This is an optimization exercise on Yosys and OpenROAD, whose aim is small area, not a production implementation.
Function was checked by simulation only, so behaviour that the tests miss may differ from the original.
Power is estimated from default activity; no workload was simulated.

old:
==> flow/design.v (excerpt) <==
module scheduler (
    input wire clk,
    input wire rst,
    input wire [13:0] spike_packet,
    input wire spike_packet_valid,
    output reg spike_packet_ready,
    input wire read_request,
    output reg [255:0] current_tick_spikes,
    input wire clear_request,
    output wire error,
    input wire error_ack,
    output wire [3:0] current_tick,
    output wire [7:0] error_status
);
==> flow/config.mk <==
export PLATFORM = sky130hd
export DESIGN_NAME = scheduler
export DESIGN_NICKNAME = scheduler
export VERILOG_FILES = /design/flow/design.v
export SDC_FILE = /design/flow/constraint.sdc
export NUM_CORES = 8
export LEC_CHECK = 0
export CAP_MARGIN = 20
export CORE_MARGIN = 2
export CORE_UTILIZATION = 65
export SLEW_MARGIN = 20
export SYNTH_HIERARCHICAL = 1
export SYNTH_MINIMUM_KEEP_SIZE = 0
==> flow/constraint.sdc <==
create_clock -name core_clock -period 7.0 [get_ports {clk}]
set_input_delay 1.4000 -clock core_clock [delete_from_list [all_inputs] [get_ports {clk}]]
set_output_delay 1.4000 -clock core_clock [all_outputs]
set_load 0.01 [all_outputs]
standard.sh (not shown) runs the stock make flow with config.mk's settings and CLKGATE_MAP_FILE= SYNTH_SCRIPT=/design/flow/synth_recipe.tcl, a recipe that flattens the netlist after the stock synthesis.
==> flow/flow/run.sh <==
#!/bin/bash
# Standard synthesis; its combinational logic re-mapped for area (flip-flops
# and the read mux's a222oi cells untouched); then the standard layout with clock tree synthesis that inserts
# no dummy loads and clusters more sinks per clock buffer, and small port buffers.
set -euo pipefail
R=orfs/results/sky130hd/scheduler/base
YOSYS=$(command -v yosys || echo "$FLOW_HOME/../tools/install/yosys/bin/yosys")

bash standard.sh synth > synth.log 2>&1

cp $R/1_2_yosys.v $R/1_2_yosys_standard.v
LIB_FILE=$FLOW_HOME/platforms/sky130hd/lib/sky130_fd_sc_hd__tt_025C_1v80.lib \
IN_NETLIST=$R/1_2_yosys_standard.v OUT_NETLIST=$R/1_2_yosys.v TOP=$FLOW_TOP \
OUT_DIR=$PWD ABC_SCRIPT=$PWD/flow/area.abc KEEP_CELLS=sky130_fd_sc_hd__a222oi_1 \
  "$YOSYS" -c flow/remap.tcl > remap.log 2>&1
rm -f $R/1_synth.odb $R/1_synth.sdc

bash standard.sh \
  "CTS_ARGS=-sink_clustering_enable -repair_clock_nets -dont_use_dummy_load -buf_list sky130_fd_sc_hd__clkbuf_8 -sink_clustering_size 16 -sink_clustering_max_diameter 70" \
  "BUFFER_PORTS_ARGS=-buffer_cell sky130_fd_sc_hd__buf_1" \
  "${FINAL_TARGET:-finish}" > finish.log 2>&1
==> flow/flow/area.abc <==
&get -n
&st
&dc2
&dch
&nf -a
&put
==> flow/flow/remap.tcl <==
# Re-map the combinational logic of the standard synthesis netlist with an
# area-oriented ABC script. Flip-flops and tie cells are kept as they are
# (same instances, names and cell types); only the gates between them change.
# Cells listed in KEEP_CELLS are kept too.
set lib $::env(LIB_FILE)
yosys read_liberty -ignore_miss_func $lib
yosys read_verilog $::env(IN_NETLIST)
yosys hierarchy -top $::env(TOP)
yosys setattr -mod -set blackbox 1 sky130_fd_sc_hd__df*
yosys setattr -mod -set blackbox 1 sky130_fd_sc_hd__conb*
# cells the design's own modules were mapped to, kept as they are
if {[info exists ::env(KEEP_CELLS)]} {
  foreach c $::env(KEEP_CELLS) { yosys setattr -mod -set blackbox 1 $c }
}
yosys flatten
yosys delete t:\$scopeinfo
yosys rename -hide w:_*_.*
yosys opt_clean
yosys tee -o $::env(OUT_DIR)/remap_before.stat stat -liberty $lib
yosys abc -script $::env(ABC_SCRIPT) -liberty $lib -dont_use *lpflow* -dont_use *probe* -D 7000
yosys setundef -zero
yosys hilomap -singleton -hicell sky130_fd_sc_hd__conb_1 HI -locell sky130_fd_sc_hd__conb_1 LO
yosys splitnets
yosys opt_clean -purge
yosys insbuf -buf sky130_fd_sc_hd__buf_1 A X
yosys opt_clean -purge
yosys rename -enumerate -pattern rm_%_
yosys tee -o $::env(OUT_DIR)/remap_after.stat stat -liberty $lib
yosys write_verilog -noattr -nohex -nodec $::env(OUT_NETLIST)
### old -> new
--- a/flow/flow/run.sh
+++ b/flow/flow/run.sh
@@ -17,5 +17,5 @@
 
 bash standard.sh \
-  "CTS_ARGS=-sink_clustering_enable -repair_clock_nets -dont_use_dummy_load -buf_list sky130_fd_sc_hd__clkbuf_8 -sink_clustering_size 16 -sink_clustering_max_diameter 70" \
+  "CTS_ARGS=-sink_clustering_enable -repair_clock_nets -dont_use_dummy_load -buf_list sky130_fd_sc_hd__clkbuf_8 -sink_clustering_size 18 -sink_clustering_max_diameter 50" \
   "BUFFER_PORTS_ARGS=-buffer_cell sky130_fd_sc_hd__buf_1" \
   "${FINAL_TARGET:-finish}" > finish.log 2>&1
Results
- Compared with old, new shows a higher met3 wire length.
- Lower achievable clock frequency was reported by new, not old.
- Between new and old, the design area figures differ only marginally.
- NOTE via count old->new increased slightly
- Per the comparison of new with old, post-cts resize count comparable; part of the total power dissipated in the clock network higher; non-clock buffer count rose by about 0.35%.

[what the ideal ports hide]
How much do the figures lean on ideal ports? The routed layouts below were timed once more, with nothing changed but the port constraints. Step 1 sets driving cells, clkbuf_16 on the clock port and buf_2 on the other inputs (assumed; they add their load-dependent delay and slew). Step 2 moves the port delays by t, midway between the first and last clock arrival at a register: inputs arrive t later, outputs are due t later. That takes back most of the time a late clock gives input paths. a / b / c = no drivers / after step 1 / after step 2; a / b = the first two.
run | shift t [ns] | setup slack, ns | hold slack, ns | slew at the worst register clock pin (ns) | worst slew at a driven data input, ns
old | 1.210 | 2.221 / 2.221 / 1.520 | 0.423 / 0.341 / 0.439 | 0.11 / 0.11 | 0.28
new | 1.234 | 2.161 / 2.161 / 1.545 | 0.376 / 0.300 / 0.426 | 0.12 / 0.12 | 0.23
After both steps setup and hold are still met in every run listed. For old, which loses most, drivers alone change the setup slack by 0.000 ns; drivers and shift together by -0.701 ns.
